Source: an optimization exercise on an open RTL-to-GDS flow (aim: small area). Production flows keep margins and buffers that such runs may drop.
In this exercise RTL edits were held to simulation tests only and were not proved equivalent to the original.
The clock port is modelled as an ideal driver, which makes a skipped or thinned clock tree look cheaper than it is; a real chip needs a root buffer or a tree.
Power is estimated from default activity; no workload was simulated.

==> flow/design.v (excerpt) <==
module VendingMachine(
  input        clock,
  input        reset,
  input  [4:0] io_price,
  input        io_coin2Raw,
  input        io_coin5Raw,
  input        io_buyRaw,
  output       io_releaseCan,
  output       io_alarm,
  output [6:0] io_seg,
  output [3:0] io_an
);
  reg  [5:0] c2Deb, c5Deb, buyDeb;
  wire       coin2 = |c2Deb;
  always @(posedge clock)
    if (reset) c2Deb <= 6'h0;
    else if (io_coin2Raw) c2Deb <= 6'h3f;
    else if (c2Deb == 6'h2b) c2Deb <= 6'h0;
    else c2Deb <= {c2Deb[4:0], c2Deb[5] ^ c2Deb[4]};
  wire       coin5 = |c5Deb;
  always @(posedge clock)
    if (reset) c5Deb <= 6'h0;
    else if (io_coin5Raw) c5Deb <= 6'h3f;
    else if (c5Deb == 6'h2b) c5Deb <= 6'h0;
    else c5Deb <= {c5Deb[4:0], c5Deb[5] ^ c5Deb[4]};
  wire       buy = |buyDeb;
  always @(posedge clock)
    if (reset) buyDeb <= 6'h0;
    else if (io_buyRaw) buyDeb <= 6'h3f;
    else if (buyDeb == 6'h2b) buyDeb <= 6'h0;
    else buyDeb <= {buyDeb[4:0], buyDeb[5] ^ buyDeb[4]};
  reg  [2:0] st;
  reg  [6:0] sum;
  reg  [7:0] numCan;
  wire       coin  = coin2 | coin5;
  wire       empty = numCan == 8'h0;
  wire       sub   = st == 3'd1;
  wire       add   = st == 3'd4;
  wire       alarm = st == 3'd3;
  assign io_releaseCan = sub | st == 3'd2;
  assign io_alarm = alarm;
  always @(posedge clock) begin
    if (reset) st <= 3'd0;
    else case (st)
      3'd0: if (buy) st <= sum >= {2'b0, io_price} ? 3'd1 : 3'd3;
            else if (coin) st <= 3'd4;
            else if (empty) st <= 3'd6;
      3'd1: st <= 3'd2;
      3'd2, 3'd3: if (!buy) st <= 3'd0;
      3'd4: st <= 3'd5;
      3'd5: if (!coin) st <= 3'd0;
      default: ;
    endcase
    if (reset) sum <= 7'h0;
    else if (add) sum <= sum + (coin2 ? 7'd2 : coin5 ? 7'd5 : 7'd0);
    else if (sub) sum <= sum - {2'b0, io_price};
    if (reset) numCan <= 8'h3;
    else if (sub) numCan <= numCan - 8'h1;
  end
  reg  [7:0] scr;
  reg  [3:0] pos1, pos2;
  wire       scrWrap = scr == 8'd200;
  always @(posedge clock) begin
    if (reset) scr <= 8'h0;
    else if (alarm | empty) scr <= scrWrap ? 8'h0 : scr + 8'h1;
    if (reset) pos1 <= 4'h0;
  ...
For scale: roughly 59 flip-flops, ~4800 sq um of cells after synthesis.
Settings: LEC_CHECK=0, ABC_AREA=1, CAP_MARGIN=20, CORE_MARGIN=2, CORE_UTILIZATION=60, CTS_BUF_LIST=sky130_fd_sc_hd__clkbuf_8, CTS_CLUSTER_DIAMETER=200, CTS_CLUSTER_SIZE=40, SLEW_MARGIN=20; clock period 10.0 ns.
run.sh (not shown) runs the stock make flow with config.mk's settings and CLKGATE_MAP_FILE= SYNTH_SCRIPT=/design/flow/synth_recipe.tcl, a recipe that flattens the netlist after the stock synthesis.
Change:
==> flow/flow/run.sh (new file) <==
#!/bin/bash
# Own layout flow: the standard layout (standard.sh) with three changes:
#  - synthesis maps the logic with an area-only ABC script (no timing-driven
#    buffering or up-sizing; the 10 ns clock leaves ample slack),
#  - ports are buffered with sky130_fd_sc_hd__buf_1,
#  - the clock tree uses a few large clusters and no dummy loads.
# Each make run's full output goes to its own log file in the work folder.
set -euo pipefail
W=$PWD
F=$W/flow

# synthesis script: the standard flow's own, with the abc call pointed at our ABC script
{
  echo 'proc abc {args} {'
  echo '  set i [lsearch -exact $args -script]'
  echo "  if {\$i >= 0} { lset args [expr {\$i + 1}] $F/abc_min.script }"
  echo '  yosys abc {*}$args'
  echo '}'
  cat "$W/synth_recipe.tcl"
} > "$W/own_synth.tcl"

EXTRA=(
  "SYNTH_SCRIPT=$W/own_synth.tcl"
  "BUFFER_PORTS_ARGS=-buffer_cell sky130_fd_sc_hd__buf_1"
  "CTS_ARGS=-sink_clustering_enable -repair_clock_nets -dont_use_dummy_load -buf_list sky130_fd_sc_hd__clkbuf_8 -sink_clustering_size 30 -sink_clustering_max_diameter 150"
)

bash "$W/standard.sh" "${EXTRA[@]}" synth > "$W/synth.log" 2>&1
bash "$W/standard.sh" "${EXTRA[@]}" finish > "$W/layout.log" 2>&1
test -s "$W/out/final.def"
==> flow/flow/abc_min.script (new file) <==
strash
dch -f
map -a
topo
==> flow/standard.sh (new file) <==
#!/bin/bash
# synth_recipe.tcl (not shown) runs the flow's synth.tcl, then flattens the netlist and writes it again
# the make line also repeats each setting of config.mk as NAME=value (left out here)
make -C /OpenROAD-flow-scripts/flow DESIGN_CONFIG=/design/flow/config.mk WORK_HOME=/design/flow/orfs CLKGATE_MAP_FILE= SYNTH_SCRIPT=/design/flow/synth_recipe.tcl "${@:-finish}"
ABC_AREA = default   (was 1)
CTS_BUF_LIST = default   (was sky130_fd_sc_hd__clkbuf_8)
CTS_CLUSTER_DIAMETER = default   (was 200)
CTS_CLUSTER_SIZE = default   (was 40)
removed: flow/run.sh
First-iteration DRC count fell by 39%.
Maximum frequency fell by 0.39%.
Register-to-register slack gets worse by 0.25 ns.
Setup slack gets worse by 0.028 ns.
Sequential share of layout area rose by 2.3 points.
Die area fell by 7.4%.
Final cell count fell by 8.8%.
Global-route usage fell by 1.5 points.
Flip-flop and latch count is unchanged.
Combinational power fell by 14%.
Core utilization fell by 1.5 points.

== red ==
VendingMachine, a different RTL version from the one above (not shown whole).
Size in the first run: roughly 400 cells after synthesis, ~23 I/O pins, about 2800 sq um of cells after synthesis.
export LEC_CHECK = 0
export CAP_MARGIN = 20
export CORE_MARGIN = 2
export CORE_UTILIZATION = 60
export GPL_TIMING_DRIVEN = 0
export SLEW_MARGIN = 20
create_clock -name core_clock -period 10.0 [get_ports {clock}]
standard.sh (not shown) runs the stock make flow with config.mk's settings and CLKGATE_MAP_FILE= SYNTH_SCRIPT=/design/flow/synth_recipe.tcl, a recipe that flattens the netlist after the stock synthesis.
==> flow/flow/run.sh <==
#!/bin/bash
# Own layout flow: the standard layout (standard.sh) with these changes:
#  - synthesis leaves adders to ABC (no extract_fa / adder cells) and maps
#    the logic with an area-only ABC script (dc2, dch, amap; no timing-driven
#    buffering or up-sizing; the 10 ns clock leaves ample slack),
#  - ports are buffered with sky130_fd_sc_hd__buf_1,
#  - the clock tree keeps only 4 of its leaf buffers, with a small root buffer
#    (collapse_clock.tcl).
# Each make run's full output goes to its own log file in the work folder.
set -euo pipefail
W=$PWD
F=$W/flow

# synthesis script: the standard flow's own, with the abc call pointed at our ABC script
{
  echo 'proc abc {args} {'
  echo '  set i [lsearch -exact $args -script]'
  echo "  if {\$i >= 0} { lset args [expr {\$i + 1}] $F/abc_min.script }"
  echo '  yosys abc {*}$args'
  echo '}'
  cat "$W/synth_recipe.tcl"
} > "$W/own_synth.tcl"

EXTRA=(
  "SYNTH_SCRIPT=$W/own_synth.tcl"
  "ADDER_MAP_FILE="
  "BUFFER_PORTS_ARGS=-buffer_cell sky130_fd_sc_hd__buf_1"
  "CTS_ARGS=-sink_clustering_enable -repair_clock_nets -dont_use_dummy_load -buf_list sky130_fd_sc_hd__clkbuf_8 -root_buf sky130_fd_sc_hd__clkbuf_8 -apply_ndr none"
  "POST_CTS_TCL=$F/collapse_clock.tcl"
)

bash "$W/standard.sh" "${EXTRA[@]}" synth > "$W/synth.log" 2>&1
bash "$W/standard.sh" "${EXTRA[@]}" finish > "$W/layout.log" 2>&1
test -s "$W/out/final.def"
==> flow/flow/collapse_clock.tcl <==
# POST_CTS hook: the design has few registers, so keep only K (4) of the H-tree's
# leaf buffers (the K that best cover the registers), drive every register
# from its nearest kept leaf buffer, and delete the other leaf buffers.
set K [expr {[info exists ::env(CLOCK_LEAVES)] ? $::env(CLOCK_LEAVES) : 4}]
set block [ord::get_db_block]
set root [$block findInst clkbuf_0_clock]
set rootOut [[$root findITerm X] getNet]
set leaves {}
set sinks {}
foreach it [$rootOut getITerms] {
  set inst [$it getInst]
  if {$inst eq $root} { continue }
  if {[string match "sky130_fd_sc_hd__clkbuf_*" [[$inst getMaster] getName]]} {
    lappend leaves $inst
    foreach s [[[$inst findITerm X] getNet] getITerms] {
      if {[$s getInst] ne $inst} { lappend sinks $s }
    }
  } else {
    lappend sinks $it
  }
}
proc loc {inst} {
  set b [$inst getBBox]
  return [list [expr {([$b xMin] + [$b xMax]) / 2}] [expr {([$b yMin] + [$b yMax]) / 2}]]
}
proc dist {a b} { expr {abs([lindex $a 0] - [lindex $b 0]) + abs([lindex $a 1] - [lindex $b 1])} }
proc combos {lst k} {
  if {$k == 0} { return [list {}] }
  if {[llength $lst] < $k} { return {} }
  set out {}
  set first [lindex $lst 0]
  foreach c [combos [lrange $lst 1 end] [expr {$k - 1}]] { lappend out [concat [list $first] $c] }
  foreach c [combos [lrange $lst 1 end] $k] { lappend out $c }
  return $out
}
set sinkLoc {}
foreach s $sinks { lappend sinkLoc [loc [$s getInst]] }
if {$K > [llength $leaves]} { set K [llength $leaves] }
set best {}
set bestCost -1
foreach c [combos $leaves $K] {
  set cost 0
  foreach sl $sinkLoc {
    set m -1
    foreach l $c { set d [dist $sl [loc $l]]; if {$m < 0 || $d < $m} { set m $d } }
    incr cost $m
  }
  if {$bestCost < 0 || $cost < $bestCost} { set bestCost $cost; set best $c }
}
# reassign every sink to its nearest kept leaf
foreach s $sinks sl $sinkLoc {
  set m -1
  set to {}
  foreach l $best { set d [dist $sl [loc $l]]; if {$m < 0 || $d < $m} { set m $d; set to $l } }
  set net [[$to findITerm X] getNet]
  if {[$s getNet] ne $net} { $s disconnect; $s connect $net }
}
set removed 0
foreach l $leaves {
  if {[lsearch -exact $best $l] >= 0} { continue }
  set out [[$l findITerm X] getNet]
  [$l findITerm A] disconnect
  [$l findITerm X] disconnect
  odb::dbInst_destroy $l
  odb::dbNet_destroy $out
  incr removed
}
# the root buffer now drives only the K leaf buffers: a small one will do
# (a narrower cell in the same place stays legal)
$root swapMaster [[ord::get_db] findMaster sky130_fd_sc_hd__clkbuf_2]
puts "collapse_clock: kept [llength $best] of [llength $leaves] leaf buffers, removed $removed, [llength $sinks] sinks"
detailed_placement
estimate_parasitics -placement
Other scripts of this flow, unchanged in this note and not shown: flow/flow/abc_min.script
#### Input delta (blue over red)
--- a/flow/flow/run.sh
+++ b/flow/flow/run.sh
@@ -2,3 +2,2 @@
-# Own layout flow: the standard layout (standard.sh) with these changes:
-#  - synthesis leaves adders to ABC (no extract_fa / adder cells) and maps
-#    the logic with an area-only ABC script (dc2, dch, amap; no timing-driven
+# Own layout flow: the standard layout (standard.sh) with three changes:
+#  - synthesis maps the logic with an area-only ABC script (dc2, dch, amap; no timing-driven
@@ -7,2 +6 @@
-#  - the clock tree keeps only 4 of its leaf buffers, with a small root buffer
-#    (collapse_clock.tcl).
+#  - the clock tree keeps only 5 of its leaf buffers (collapse_clock.tcl).
@@ -26 +23,0 @@
-  "ADDER_MAP_FILE="
--- a/flow/flow/collapse_clock.tcl
+++ b/flow/flow/collapse_clock.tcl
@@ -1 +1 @@
-# POST_CTS hook: the design has few registers, so keep only K (4) of the H-tree's
+# POST_CTS hook: the design has few registers, so keep only K of the H-tree's
@@ -4 +4 @@
-set K [expr {[info exists ::env(CLOCK_LEAVES)] ? $::env(CLOCK_LEAVES) : 4}]
+set K [expr {[info exists ::env(CLOCK_LEAVES)] ? $::env(CLOCK_LEAVES) : 5}]
@@ -68,3 +67,0 @@
-# the root buffer now drives only the K leaf buffers: a small one will do
-# (a narrower cell in the same place stays legal)
-$root swapMaster [[ord::get_db] findMaster sky130_fd_sc_hd__clkbuf_2]
[summary]
Diff red -> blue: final antenna diode count closely matched the old numbers; number of logic stages on the critical path including buffering picked up an extra 2; worst setup slack fell 0.32 ns; worst path arrival time went up.
Input-level comparison between green and blue:
--- a/flow/flow/run.sh
+++ b/flow/flow/run.sh
@@ -2,2 +2,3 @@
-# Own layout flow: the standard layout (standard.sh) with three changes:
-#  - synthesis maps the logic with an area-only ABC script (dc2, dch, amap; no timing-driven
+# Own layout flow: the standard layout (standard.sh) with these changes:
+#  - synthesis leaves adders to ABC (no extract_fa / adder cells) and maps
+#    the logic with an area-only ABC script (dc2, dch, amap; no timing-driven
@@ -23,0 +25 @@
+  "ADDER_MAP_FILE="
Results
- Worst setup slack: green vs blue up 0.31 ns
- Between blue and green, design area is lower for green, blue comes in above that.
- Relative to blue, the routed via count divided by cell count measured on green has increased by a few percent.
- Of green and blue, it is green that has the lower synthesized area.
- No stage failed in green, and the final checks on the layout all came back clean.

-- port drivers added, routing unchanged --
Ports are ideal in the flow. The routed layouts listed here were re-timed in OpenROAD. Step 1 (the two cells are an assumption about what drives the block):
set clk [get_ports {clock}]
set_driving_cell -lib_cell sky130_fd_sc_hd__clkbuf_16 $clk
set_driving_cell -lib_cell sky130_fd_sc_hd__buf_2 [delete_from_list [all_inputs] $clk]
Step 2, shift: input delay + t, output delay - t, t = (earliest + latest rising clock arrival at the registers) / 2. This alone moves slack from input paths to output paths. Three values: no drivers, after step 1, after step 2; two values: the first two.
run	t (ns)	setup slack, ns	hold slack, ns	latest minus earliest clock arrival (ns)
the first run of note 1	0.365	2.684 / 2.663 / 2.663	0.460 / 0.460 / 0.460	0.014 / 0.014
the second run of note 1	0.344	2.656 / 2.634 / 2.634	0.460 / 0.460 / 0.460	0.013 / 0.013
red	0.419	2.997 / 2.973 / 2.973	0.423 / 0.423 / 0.423	0.014 / 0.014
blue	0.337	2.675 / 2.651 / 2.651	0.388 / 0.388 / 0.388	0.027 / 0.027
green	0.334	2.985 / 2.961 / 2.961	0.421 / 0.421 / 0.421	0.020 / 0.020
After both steps every run listed still meets setup and hold.
